From an optimization exercise on the open Yosys and OpenROAD flow, aimed at small area; shortcuts taken in it are not production practice.
In this exercise RTL edits were held to simulation tests only and were not proved equivalent to the original.
Power figures rest on the tool's default switching activity, not on a simulated workload.

$ cat design/flow/config.mk
export PLATFORM = sky130hd
export DESIGN_NAME = Top
export DESIGN_NICKNAME = Top
export VERILOG_FILES = /design/flow/design.v
export SDC_FILE = /design/flow/constraint.sdc
export NUM_CORES = 4
export LEC_CHECK = 0
export CAP_MARGIN = 20
export CORE_MARGIN = 2
export CORE_UTILIZATION = 35
export PLACE_DENSITY = 0.5
export SLEW_MARGIN = 20
export SYNTH_HIERARCHICAL = 1
$ cat design/flow/constraint.sdc
create_clock -name core_clock -period 14.0 [get_ports {clock}]
set_input_delay 2.8000 -clock core_clock [delete_from_list [all_inputs] [get_ports {clock}]]
set_output_delay 2.8000 -clock core_clock [all_outputs]
set_load 0.01 [all_outputs]
$ cat design/flow/design.v
module core_dp(
  input         reset,
  input  [31:0] in,
  input  [31:0] pc,
  input  [31:0] rs1,
  input  [31:0] rs2,
  input  [31:0] rdata,
  output [31:0] wd,
  output [31:1] we,
  output [31:1] pcn,
  output        isS,
  output        isL,
  output [31:0] sum
);
  wire [4:0]  op = in[6:2];
  wire [2:0]  f3 = in[14:12];
  wire        i30 = in[30];
  wire        nr = ~reset;
  wire isR     = op == 5'b01100;
  wire isI     = op == 5'b00100;
  assign isL   = op == 5'b00000;
  assign isS   = op == 5'b01000;
  wire isB     = op == 5'b11000;
  wire isLUI   = op == 5'b01101;
  wire isAUIPC = op == 5'b00101;
  wire isJAL   = op == 5'b11011;
  wire isJALR  = op == 5'b11001;
  wire isJ     = isJAL | isJALR;
  wire regWrite = isR | isI | isL | isLUI | isAUIPC | isJ;
  wire [31:0] iImm  = {{20{in[31]}}, in[31:20]};
  wire [31:0] sImm  = {{20{in[31]}}, in[31:25], in[11:7]};
  wire [31:0] uImm  = {in[31:12], 12'd0};
  wire [31:0] b = isS ? sImm : isLUI ? uImm : (isR | isB) ? rs2 : iImm;
  wire sub = isB | (isR & i30 & (f3 == 3'd0));
  wire co;
  wire [31:0] p, g;
  add_alt #(32) add (.a(rs1), .b(b ^ {32{sub}}), .ci(sub), .s(sum), .co(co), .pp(p), .gg(g));
  wire [31:0] shn;
  shifter sh (.x(rs1), .amt(b[4:0]), .left(~f3[2]), .yn(shn));
  wire [15:0] pe, po;
  genvar j;
  generate for (j = 0; j < 16; j = j + 1) begin : pz
    assign pe[j] = p[2*j];
    assign po[j] = p[2*j+1];
  end endgenerate
  wire eq  = (&pe) & ~(|po);
  wire ltu = ~co;
  wire lt  = p[31] ? rs1[31] : sum[31];
  reg  cond;
  always @* begin
    case (f3)
      3'd0: cond = eq;
      3'd1: cond = ~eq;
      3'd2: cond = lt;
      3'd3: cond = ~lt;
      3'd4: cond = ltu;
      3'd5: cond = ~ltu;
      default: cond = 1'b0;
    endcase
  end
  wire taken = isB & cond;
  wire ri    = (isR & ~(i30 & (f3 != 3'd0) & (f3 != 3'd5))) | isI;
  wire s_sum = nr & ((ri & (f3 == 3'd0)) | isLUI);
  wire s_sh  = nr & ri & (f3[1:0] == 2'b01);
  wire s_p   = nr & ri & f3[2] & ~f3[0];
  wire s_g   = nr & ri & f3[2] & f3[1];
  wire s_one = nr & ri & (f3[2:1] == 2'b01);
  wire s_rd  = nr & isL;
  wire s_pc  = nr & isJ;
  wire s_pcb = nr & isAUIPC;
  wire [31:1] pcbr;
  genvar i;
  wire s_pn  = ~s_p;
  wire s_gn  = ~s_g;
  wire s_shn = ~s_sh;
  generate for (i = 0; i < 32; i = i + 1) begin : wbs
    if (i == 0) begin : z
      wb_slice_0 u (.sum(sum[i]), .shn(shn[i]), .p(p[i]), .g(g[i]), .rd(rdata[i]), .pcv(pc[i]), .one(s_one),
                    .s_sum(s_sum), .s_shn(s_shn), .s_p(s_p), .s_g(s_g), .s_rd(s_rd), .s_pc(s_pc),
                    .y(wd[i]));
    end else if (i % 2 == 0) begin : e
      wb_slice_e u (.sum(sum[i]), .shn(shn[i]), .p(p[i]), .g(g[i]), .rd(rdata[i]), .pcv(pc[i]), .pcb(pcbr[i]),
                    .s_sum(s_sum), .s_shn(s_shn), .s_p(s_p), .s_g(s_g), .s_rd(s_rd), .s_pc(s_pc), .s_pcb(s_pcb),
                    .y(wd[i]));
    end else begin : o
      wb_slice_o u (.sum(sum[i]), .shn(shn[i]), .pn(p[i]), .gn(g[i]), .rd(rdata[i]), .pcv(pc[i]), .pcb(pcbr[i]),
                    .s_sum(s_sum), .s_shn(s_shn), .s_pn(s_pn), .s_gn(s_gn), .s_rd(s_rd), .s_pc(s_pc), .s_pcb(s_pcb),
                    .y(wd[i]));
    end
  end endgenerate
  wire [4:0] rd = in[11:7];
  generate for (i = 1; i < 32; i = i + 1) begin : wdec
    assign we[i] = reset | (regWrite & (rd == i));
  end endgenerate
  wire [31:1] sbImm = {{19{in[31]}}, in[31], in[7], in[30:25], in[11:8]};
  wire [31:1] ujImm = {{11{in[31]}}, in[31], in[19:12], in[20], in[30:21]};
  wire [31:1] auImm = {in[31:12], 11'd0};
  wire [31:1] off = isJAL ? ujImm : isAUIPC ? auImm : sbImm;
  wire pco;
  wire [31:1] pcp, pcg;
  add_alt #(31) pc_add (.a(pc[31:1]), .b(off), .ci(1'b0), .s(pcbr), .co(pco), .pp(pcp), .gg(pcg));
  wire [31:2] pc4;
  inc_rc #(30) pc_inc (.a(pc[31:2]), .s(pc4));
  wire s_br  = nr & (taken | isJAL);
  wire s_jr  = nr & isJALR;
  wire s_inc = nr & ~(taken | isJAL | isJALR);
  generate for (i = 1; i < 32; i = i + 1) begin : pcs
    pc_slice u (.br(pcbr[i]), .s_br(s_br), .jr(sum[i]), .s_jr(s_jr), .inc(i == 1 ? pc[1] : pc4[i]), .s_inc(s_inc), .y(pcn[i]));
  end endgenerate
endmodule
module c_a222oi(input a1, input a2, input b1, input b2, input c1, input c2, output y);
  assign y = ~((a1 & a2) | (b1 & b2) | (c1 & c2));
endmodule
module c_a221oi(input a1, input a2, input b1, input b2, input c1, output y);
  assign y = ~((a1 & a2) | (b1 & b2) | c1);
endmodule
module c_o211ai(input a1, input a2, input b1, input c1, output y);
  assign y = ~((a1 | a2) & b1 & c1);
endmodule
module c_o22a(input a1, input a2, input b1, input b2, output y);
  assign y = (a1 | a2) & (b1 | b2);
endmodule
module c_o2111ai(input a1, input a2, input b1, input c1, input d1, output y);
  assign y = ~((a1 | a2) & b1 & c1 & d1);
endmodule
module c_nand2(input a, input b, output y);
  assign y = ~(a & b);
endmodule
module wb_slice_e(input sum, input shn, input p, input g, input rd, input pcv, input pcb,
                  input s_sum, input s_shn, input s_p, input s_g, input s_rd, input s_pc, input s_pcb,
                  output y);
  wire n1, n2;
  c_a222oi u1 (.a1(sum), .a2(s_sum), .b1(p), .b2(s_p), .c1(g), .c2(s_g), .y(n1));
  c_a222oi u2 (.a1(rd), .a2(s_rd), .b1(pcv), .b2(s_pc), .c1(pcb), .c2(s_pcb), .y(n2));
  c_o211ai u3 (.a1(shn), .a2(s_shn), .b1(n1), .c1(n2), .y(y));
endmodule
module wb_slice_0(input sum, input shn, input p, input g, input rd, input pcv, input one,
                  input s_sum, input s_shn, input s_p, input s_g, input s_rd, input s_pc,
                  output y);
  wire n1, n2;
  c_a222oi u1 (.a1(sum), .a2(s_sum), .b1(p), .b2(s_p), .c1(g), .c2(s_g), .y(n1));
  c_a221oi u2 (.a1(rd), .a2(s_rd), .b1(pcv), .b2(s_pc), .c1(one), .y(n2));
  c_o211ai u3 (.a1(shn), .a2(s_shn), .b1(n1), .c1(n2), .y(y));
endmodule
module wb_slice_o(input sum, input shn, input pn, input gn, input rd, input pcv, input pcb,
                  input s_sum, input s_shn, input s_pn, input s_gn, input s_rd, input s_pc, input s_pcb,
                  output y);
  wire n1, n2, m;
  c_a222oi u1 (.a1(sum), .a2(s_sum), .b1(rd), .b2(s_rd), .c1(pcv), .c2(s_pc), .y(n1));
  c_nand2  u2 (.a(pcb), .b(s_pcb), .y(n2));
  c_o22a   u3 (.a1(shn), .a2(s_shn), .b1(pn), .b2(s_pn), .y(m));
  c_o2111ai u4 (.a1(gn), .a2(s_gn), .b1(n1), .c1(n2), .d1(m), .y(y));
endmodule
module pc_slice(input br, input s_br, input jr, input s_jr, input inc, input s_inc, output y);
  assign y = (br & s_br) | (jr & s_jr) | (inc & s_inc);
endmodule
module ha1(input a, input b, output s, output co);
  assign s  = a ^ b;
  assign co = a & b;
endmodule
module xn2(input a, input b, output y);
  assign y = ~(a ^ b);
endmodule
module nd2(input a, input b, output y);
  assign y = ~(a & b);
endmodule
module hn1(input a, input b, output pn, output gn);
  xn2 x (.a(a), .b(b), .y(pn));
  nd2 n (.a(a), .b(b), .y(gn));
endmodule
module cpe(input p, input g, input c, output cn);
  assign cn = ~(g | (p & c));
endmodule
module cpo(input pn, input gn, input cn, output c);
  assign c = ~((pn | cn) & gn);
endmodule
module x2(input a, input b, output y);
  assign y = a ^ b;
endmodule
module add_alt #(parameter W = 32) (input [W-1:0] a, input [W-1:0] b, input ci,
                                    output [W-1:0] s, output co, output [W-1:0] pp, output [W-1:0] gg);
  wire [W:0] c;    
  assign c[0] = ci;
  genvar i;
  generate for (i = 0; i < W; i = i + 1) begin : bit_
    if (i % 2 == 0) begin : e
      ha1 h (.a(a[i]), .b(b[i]), .s(pp[i]), .co(gg[i]));
      cpe k (.p(pp[i]), .g(gg[i]), .c(c[i]), .cn(c[i+1]));
    end else begin : o
      hn1 h (.a(a[i]), .b(b[i]), .pn(pp[i]), .gn(gg[i]));
      cpo k (.pn(pp[i]), .gn(gg[i]), .cn(c[i]), .c(c[i+1]));
    end
    x2 x (.a(pp[i]), .b(c[i]), .y(s[i]));
  end endgenerate
  assign co = c[W];
endmodule
module inc_rc #(parameter W = 30) (input [W-1:0] a, output [W-1:0] s);
  wire [W:0] c;
  assign c[0] = 1'b1;
  genvar i;
  generate for (i = 0; i < W; i = i + 1) begin : bit_
    ha1 u (.a(a[i]), .b(c[i]), .s(s[i]), .co(c[i+1]));
  end endgenerate
endmodule
module rf_aoi3(input a0, b0, a1, b1, a2, b2, output y);
  assign y = ~((a0 & b0) | (a1 & b1) | (a2 & b2));
endmodule
module rf_bit(input [31:1] s, input [31:1] d, output y);
  wire [10:0] g;
  genvar i;
  generate for (i = 0; i < 10; i = i + 1) begin : grp
    rf_aoi3 u (.a0(s[3*i+1]), .b0(d[3*i+1]), .a1(s[3*i+2]), .b1(d[3*i+2]), .a2(s[3*i+3]), .b2(d[3*i+3]), .y(g[i]));
  end endgenerate
  assign g[10] = ~(s[31] & d[31]);
  assign y = ~&g;
endmodule
module rf_read(input [4:0] sel, input [32*31-1:0] q, output [31:0] y);
  wire [31:1] s;
  genvar i, b;
  generate for (i = 1; i < 32; i = i + 1) begin : dec
    assign s[i] = sel == i;
  end endgenerate
  generate for (b = 0; b < 32; b = b + 1) begin : bits
    wire [31:1] d;
    for (i = 1; i < 32; i = i + 1) begin : col
      assign d[i] = q[32*(i-1) + b];
    end
    rf_bit u (.s(s), .d(d), .y(y[b]));
  end endgenerate
endmodule
module sh3(input x, input n, input xl, input l, input xr, input r, output y);
  assign y = ~((x & n) | (xl & l) | (xr & r));
endmodule
module shifter(input [31:0] x, input [4:0] amt, input left, output [31:0] yn);
  wire [32*6-1:0] st;
  assign st[31:0] = x;
  wire fill = ~left & x[31];
  genvar k, i;
  generate for (k = 0; k < 5; k = k + 1) begin : stage
    localparam integer D = 1 << k;
    wire n = ~amt[k];
    wire l = amt[k] & left;
    wire r = amt[k] & ~left;
    wire f = (k % 2 == 1) ? ~fill : fill;
    wire z = (k % 2 == 1) ? 1'b1 : 1'b0;
    for (i = 0; i < 32; i = i + 1) begin : b
      wire xl = (i >= D) ? st[32*k + i - D] : z;
      wire xr = (i + D <= 31) ? st[32*k + i + D] : f;
      sh3 u (.x(st[32*k + i]), .n(n), .xl(xl), .l(l), .xr(xr), .r(r), .y(st[32*(k+1) + i]));
    end
  end endgenerate
  assign yn = st[32*5 +: 32];
endmodule
module seg_a(input [3:0] v, output y);
  assign y = (~v[3]&~v[2]&~v[1]&v[0]) | (~v[3]&v[2]&~v[1]&~v[0]) | (v[3]&~v[2]&v[1]&v[0]) | (v[3]&v[2]&~v[1]&v[0]);
endmodule
module seg_b(input [3:0] v, output y);
  assign y = (v[2]&v[1]&~v[0]) | (v[3]&v[1]&v[0]) | (v[3]&v[2]&~v[0]) | (~v[3]&v[2]&~v[1]&v[0]);
endmodule
module seg_c(input [3:0] v, output y);
  assign y = (v[3]&v[2]&~v[0]) | (v[3]&v[2]&v[1]) | (~v[3]&~v[2]&v[1]&~v[0]);
endmodule
module seg_d(input [3:0] v, output y);
  assign y = (v[2]&v[1]&v[0]) | (~v[3]&~v[2]&~v[1]&v[0]) | (~v[3]&v[2]&~v[1]&~v[0]) | (v[3]&~v[2]&v[1]&~v[0]);
endmodule
module seg_e(input [3:0] v, output y);
  assign y = (~v[2]&~v[1]&v[0]) | (~v[3]&v[0]) | (~v[3]&v[2]&~v[1]);
endmodule
module seg_f(input [3:0] v, output y);
  assign y = (~v[3]&v[1]&v[0]) | (~v[3]&~v[2]&v[0]) | (~v[3]&~v[2]&v[1]) | (v[3]&v[2]&~v[1]&v[0]);
endmodule
module seg_g(input [3:0] v, output y);
  assign y = (~v[3]&~v[2]&~v[1]) | (~v[3]&v[2]&v[1]&v[0]) | (v[3]&v[2]&~v[1]&~v[0]);
endmodule
module seg7(input [3:0] v, output [6:0] y);
  seg_a sa (.v(v), .y(y[6]));
  seg_b sb (.v(v), .y(y[5]));
  seg_c sc (.v(v), .y(y[4]));
  seg_d sd (.v(v), .y(y[3]));
  seg_e se (.v(v), .y(y[2]));
  seg_f sf (.v(v), .y(y[1]));
  seg_g sg (.v(v), .y(y[0]));
endmodule
module Top(
  input         clock,
  input         reset,
  output [9:0]  imem_addr,
  input  [31:0] imem_data,
  output [9:0]  dmem_addr,
  output [31:0] dmem_wdata,
  output        dmem_we,
  output        dmem_re,
  input  [31:0] dmem_rdata,
  output led1a,led1b,led1c,led1d,led1e,led1f,led1g,
         led2a,led2b,led2c,led2d,led2e,led2f,led2g,
         led3a,led3b,led3c,led3d,led3e,led3f,led3g
);
  wire [31:0] in = imem_data;
  reg  [31:1] pc_q;
  wire [31:0] pc = {pc_q, 1'b0};
  reg  [31:0] rf [1:31];
  wire [31:0] rs1, rs2;
  wire [32*31-1:0] rf_flat;
  genvar gi;
  generate for (gi = 1; gi < 32; gi = gi + 1) begin : flat
    assign rf_flat[32*(gi-1) +: 32] = rf[gi];
  end endgenerate
  rf_read rd1 (.sel(in[19:15]), .q(rf_flat), .y(rs1));
  rf_read rd2 (.sel(in[24:20]), .q(rf_flat), .y(rs2));
  wire [31:0] wd;
  wire [31:1] pcn;
  wire [31:1] we;
  wire        isS, isL;
  wire [31:0] sum;
  core_dp dp (.reset(reset), .in(in), .pc(pc), .rs1(rs1), .rs2(rs2), .rdata(dmem_rdata),
              .wd(wd), .we(we), .pcn(pcn), .isS(isS), .isL(isL), .sum(sum));
  always @(posedge clock) pc_q <= pcn;
  genvar g;
  generate for (g = 1; g < 32; g = g + 1) begin : regs
    always @(posedge clock)
      if (we[g]) rf[g] <= wd;
  end endgenerate
  reg [11:0] bcd;
  always @(posedge clock) bcd <= reset ? 12'd0 : rf[7][11:0];
  seg7 s0 (.v(bcd[3:0]),  .y({led1a,led1b,led1c,led1d,led1e,led1f,led1g}));
  seg7 s1 (.v(bcd[7:4]),  .y({led2a,led2b,led2c,led2d,led2e,led2f,led2g}));
  seg7 s2 (.v(bcd[11:8]), .y({led3a,led3b,led3c,led3d,led3e,led3f,led3g}));
  assign imem_addr  = pc[11:2];
  assign dmem_addr  = sum[11:2];
  assign dmem_wdata = rs2;
  assign dmem_we    = isS;
  assign dmem_re    = isL;
endmodule
$ cat design/flow/flow/run.sh
#!/bin/bash
# Standard ORFS layout (the standard.sh) with two knobs changed:
#  - clock tree: default buffers and clustering, but no dummy loads
#  - port buffers: the smallest buffer cell instead of the default choice
set -euo pipefail
export CTS_ARGS="-sink_clustering_enable -repair_clock_nets -dont_use_dummy_load"
export BUFFER_PORTS_ARGS="-buffer_cell sky130_fd_sc_hd__buf_1"
bash standard.sh finish > standard_flow.log 2>&1
$ cat design/flow/standard.sh
#!/bin/bash
# synth_recipe.tcl (not shown) runs the flow's synth.tcl, then flattens the netlist and writes it again
# the make line also repeats each setting of config.mk as NAME=value (left out here)
make -C /OpenROAD-flow-scripts/flow DESIGN_CONFIG=/design/flow/config.mk WORK_HOME=/design/flow/orfs CLKGATE_MAP_FILE= SYNTH_SCRIPT=/design/flow/synth_recipe.tcl "${@:-finish}"
==> flow_summary.yaml, run 1 <==
critical_path:
  worst_r2r_path_depth: 50
  slowest_delay_ps: 830
  crit_type: "in -> reg"
  cp.required_ps: 14590
  cp.arrival_ps: 13590
  worstPathMaxFanout: 31
  r2r_end: "pc_q[16]"
  reg2reg_slack_ps: 3890
  end_kind: "register"
  cp_common_cell: "a21oi_2"
  worstSetupStartpoint: "imem_data[16]"
  r2r_start: "rf[13][0]"
  slowest_stage: "buf_1"
  critPathLaunchType: "input pin"
synthesis:
  syn-mean-instance-area_sq_um: 15.7
  syn_inst: 3024
  synth_warnings: 9
  netlist_area_sq_mm: 0.0475
floorplanning:
  core_area_sq_mm: 0.135
  start_util_pct: 35.2
  rows: 135
  die_h_um: 372
  die_area_sq_mm: 0.139
  io_pins: 141
  die_w_um: 372
timing:
  setup_tns_ps: 0
  clock_skew_ps: 77.8
  period_minus_slack_ps: 13000
  worst_slack_ps: 998
  rsz0062_at_grt: "false"
  fmax_mhz: 76.9
  worst_pin_slew_ps: 1170
  post-route-period-util_pct: 92.9
  hold_slack_ps: 543
  setup_viol: 0
  slew_violations: 0
  timing.final.hold_violations: 0
  slew_headroom_pct: 22.3
cells_and_area:
  n_fill_cell: 12338
  area_growth_pct: 16.1
  multi_input_area_sq_mm: 0.0172
  final_cells: 5236
  finalNetCount: 3584
  seq_area_sq_mm: 0.0306
  layout-drive-gt1-share_pct: 15.4
pwr:
  cellPowerDensity_mw_per_mm2: 131
  ir_worst_vdd_mv: 0.100
  leakagePower_nw: 18.9
route:
  routed_wl_mm: 200
  drtPass1Iterations: 25
  routed_via_density: 7.32
  vias: 38343
  route.detailed.drc: 0
  avgRoutedWirePerCell_um: 38.3
  antenna_violating_nets_post_route: 0
  drt_iter0_markers: 10647
placed_design:
  hpwl_mm: 128
  place_congestion: 0.941
  dp.cells: 5122
  pre_cts_slack_ps: 573
  placement.io_buffers: 138
global_routing:
  grtUsageTotal_pct: 27.7
  grt_first_pass_wirelength_mm: 271
  grt_overflow_total: 0
  grt_antenna_before_repair: 12
  grt_max_degree: 53
  grt_pass1_vias: 34658
clocking:
  htreeDepth: 3
  insertion_delay_ps: 720
  cts_tree: "yes"
  cts_hold_buf: 0
  cts.sinks: 1035
  ctsRootBufferMaster: "clkbuf_16"
  path_clk_slew_ps: 50
  cts_buffers: 113
  clk_path_buf_depth: 3
  postCtsSetupRepairBufs: 0
  cts-resized-gates: 0
min_path:
  hp-class: "reg -> reg"
  min_from: "pc_q[1]"
  min_to: "pc_q[1]"
  min_path_cells: 2
job:
  maxCapViolations: 0
run_status:
  status: "no timing/DRC/antenna violations"
## worst max-delay path, delay by kind of cell
family,cells,cell delay [ps]
fa+ha+maj,1,420
xor+xnor,1,200
simple gates,3,1060
buf+inv,5,1450
mux,2,530
compound gates,37,7050
## cell usage in the layout (no fill, tap or decap), types with 13 or more instances in the layout
master,n
edfxtp_1,992
a222oi_1,878
buf_4,194
nand2_1,148
nand4_1,137
buf_1,137
clkbuf_16,113
xor2_1,71
a2111o_1,64
xnor2_1,62
ha_1,62
inv_1,54
nor2_4,53
dfxtp_1,43
conb_1,35
o21ai_1,32
a21oi_2,31
nor2_1,22
a221oi_2,20
o21bai_4,16
o22a_1,16
nand2b_1,15
a21o_1,15
o211ai_2,15
nor2b_1,14
o2111ai_2,14
nor2b_2,13
## flip-flops by register name, summed over array words and instances (netlist names)
name	cells
pc_q	31
rf	992
bcd	12
## worst max-delay path by stage
stage	endpoint	slack [ps]
after CTS	pc_q[29]	1280
after global routing	pc_q[31]	410
final	pc_q[16]	1000
after floorplan	pc_q[10]	620
after detailed placement	pc_q[16]	570
after global placement	pc_q[16]	630
## layer usage
layer	global-route usage (%)	up-vias	share of wire, %
met5	0	-	0.014
met4	12.2	4	4.9
met3	5.23	414	13
met2	41.5	3120	44
met1	39.1	19382	39
li1	-	15423	-
## through the flow
| stage | utilization [%] | power (mW) | instance area, sq um |
|---|---|---|---|
| after floorplan | - | 4.27 | 47600 |
| after global placement | 38.7 | 4.73 | 52300 |
| after detailed placement | 38.7 | 4.74 | 52300 |
| after CTS | 40.8 | 7.24 | 55100 |
| after global routing | 40.8 | 7.43 | 55100 |
| final | 40.8 | 7.24 | 55100 |
## power by group
part / total [mW] / internal [mW] / switching [mW]
registers: 3.69 / 3.59 / 0.0962
logic: 1.03 / 0.287 / 0.742
clock network: 2.52 / 1.40 / 1.13
total: 7.24 / 5.28 / 1.96
## area by class of cell
class / count / share of cell area [%]
timing repair buffer: 334 / 3.66
inverter: 54 / 0.368
sequential: 1035 / 55.6
clock buffer: 113 / 5.13
multi-input combinational: 1918 / 31.2
tap: 1781 / 4.05
antenna: 1 / 0.00454
==> run 2: changes to the inputs <==
==> design/flow/run.sh (new file) <==
#!/bin/bash
# synth_recipe.tcl (not shown) runs the flow's synth.tcl, then flattens the netlist and writes it again
# the make line also repeats each setting of config.mk as NAME=value (left out here)
make -C /OpenROAD-flow-scripts/flow DESIGN_CONFIG=/design/flow/config.mk WORK_HOME=/design/flow/orfs CLKGATE_MAP_FILE= SYNTH_SCRIPT=/design/flow/synth_recipe.tcl finish
removed: design/flow/flow/run.sh
removed: design/flow/standard.sh
==> run 2 against run 1 <==
Against the previous run:
- clock skew down 26 ps
- synthesized cell count unchanged
- area after synthesis unchanged
- highest routed layer unchanged
==> flow_summary.yaml, run 2 <==
clocking:
  htreeDepth: 3
  cts_tree: "yes"
  postCtsSetupRepairBufs: 0
  cts_hold_buf: 0
  insertion_delay_ps: 730
  clk_path_buf_depth: 3
  ctsRootBufferMaster: "clkbuf_16"
  cts.sinks: 1035
  cts-resized-gates: 0
  path_clk_slew_ps: 60
  cts_buffers: 112
global_routing:
  grt_first_pass_wirelength_mm: 284
  grt_overflow_total: 0
  grt_max_degree: 53
  grtUsageTotal_pct: 29.0
  grt_antenna_before_repair: 8
  grt_pass1_vias: 36512
pwr:
  finalPower_mw: 7.65
  cellPowerDensity_mw_per_mm2: 134
  ir_worst_vdd_mv: 0.0988
  leakagePower_nw: 19.8
critical_path:
  cp_common_cell: "a21oi_2"
  worstPathMaxFanout: 31
  r2r_end: "pc_q[18]"
  worst_r2r_path_depth: 49
  cp.arrival_ps: 13960
  crit_type: "in -> reg"
  r2r_start: "rf[1][0]"
  reg2reg_slack_ps: 3750
  slowest_delay_ps: 800
  slowest_stage: "clkdlybuf4s50_1"
  cp.required_ps: 14610
  end_kind: "register"
  critPathLaunchType: "input pin"
cells_and_area:
  multi_input_area_sq_mm: 0.0171
  area_growth_pct: 19.8
  mostFrequentLayoutCells: "992 x edfxtp_1, 878 x a222oi_1, 225 x buf_4"
  seq_area_sq_mm: 0.0306
  fin_util_pct: 42.1
  reg_top3: "rf: 992 flops, pc_q: 31 flops, bcd: 12 flops"
  layout-drive-gt1-share_pct: 17.0
  n_fill_cell: 12116
  layout.cells.most_common: "edfxtp_1"
  largest-register: "rf"
  finalNetCount: 3621
  final_cells: 5364
  largest_reg_flops: 992
floorplanning:
  die_h_um: 372
  core_area_sq_mm: 0.135
  die_area_sq_mm: 0.139
  start_util_pct: 35.2
  io_pins: 141
  die_w_um: 372
  rows: 135
placed_design:
  pre_cts_slack_ps: 263
  dp.cells: 5156
  place_congestion: 0.955
  hpwl_mm: 136
  placement.io_buffers: 138
timing:
  slew_violations: 0
  worst_pin_slew_ps: 1240
  clock_skew_ps: 51.6
  fmax_mhz: 74.9
  slew_headroom_pct: 17.6
  period_minus_slack_ps: 13350
  timing.final.hold_violations: 0
  worst_slack_ps: 650
  post-route-period-util_pct: 95.4
  setup_viol: 0
  setup_tns_ps: 0
  rsz0062_at_grt: "false"
min_path:
  min_path_cells: 2
  hp-class: "reg -> reg"
  min_from: "pc_q[1]"
  min_to: "pc_q[1]"
synthesis:
  syn-mean-instance-area_sq_um: 15.7
  syn_inst: 3024
  netlist_area_sq_mm: 0.0475
  synth_warnings: 9
route:
  drtPass1Iterations: 23
  route.detailed.drc: 0
  drt_iter0_markers: 10324
  routed_wl_mm: 209
  antenna_violating_nets_post_route: 0
  routed_via_density: 7.23
  vias: 38780
  avgRoutedWirePerCell_um: 38.9
job:
  maxCapViolations: 0
run_status:
  status: "no timing/DRC/antenna violations"
-- run 2: final cells by class --
class / instances / share of cell area, %
Multi-Input combinational cell: 1918 / 30.1
Clock buffer: 135 / 5.12
Antenna cell: 2 / 0.00880
Sequential cell: 1035 / 53.9
Inverter: 54 / 0.356
Tap cell: 1781 / 3.92
Clock inverter: 67 / 0.979
Timing Repair Buffer: 372 / 5.63
-- run 2: stage by stage --
stage | area (sq um) | hold slack, ps
after floorplan | 47600 | 481
after global placement | 53300 | 514
after detailed placement | 53300 | 525
after CTS | 56800 | 540
after global routing | 56900 | 568
final | 56900 | 544
-- run 2: worst max path at each step --
stage             startpoint        to  slack, ps
6_report       imem_data[19]  pc_q[18]        650
5_1_grt        imem_data[18]   pc_q[9]        180
2_1_floorplan  imem_data[24]  pc_q[10]        620
3_3_place_gp   imem_data[22]  pc_q[17]        340
4_1_cts        imem_data[20]  pc_q[18]        980
3_5_place_dp   imem_data[20]  pc_q[18]        260
-- run 2: layer usage --
layer	part of all wire [%]	track usage, %
met5	0.0048	0
met4	5.3	13.7
met3	12	6.41
met2	45	44.9
met1	38	38.6
-- run 2: critical path: cells and delay by family --
family / cells / cell delay (ps)
XOR/XNOR: 1 / 200
AO/OA/AOI/OAI: 37 / 7340
adder cells (fa/ha/maj): 1 / 420
AND/OR/NAND/NOR: 3 / 1180
buffers and inverters: 4 / 1270
multiplexers: 2 / 650
-- run 2: where the power goes --
part | switching [mW] | internal [mW] | leakage (nW) | total [mW]
Clock | 1.24 | 1.59 | 1.69 | 2.83
Combinational | 0.772 | 0.359 | 7.46 | 1.13
Sequential | 0.100 | 3.59 | 10.6 | 3.69

what the ideal ports hide:
How much do the figures lean on ideal ports? The routed layouts below were timed once more, with nothing changed but the port constraints.
Step 1, drivers: a clkbuf_16 drives clock and a buf_2 each remaining input, both assumed.
Step 2 times the ports against the registers' clock, not the clock port: input delays grow and output delays shrink by t, the midpoint of the rising clock arrivals with the driver on.
Slacks: ideal / step 1 / step 2; pairs: ideal / step 1.
run	t, ns	setup WS [ns]	worst hold slack (ns)	cell pins on the clock port's net
run 1	0.753	0.998 / 1.042 / 0.289	0.543 / 0.543 / 0.543	1
run 2	0.778	0.650 / 0.701 / -0.077	0.544 / 0.544 / 0.544	1
Met with ideal ports but missed after step 2: setup timing in run 2. For run 2, which loses most, drivers alone change the setup slack by +0.051 ns; drivers and shift together by -0.727 ns.
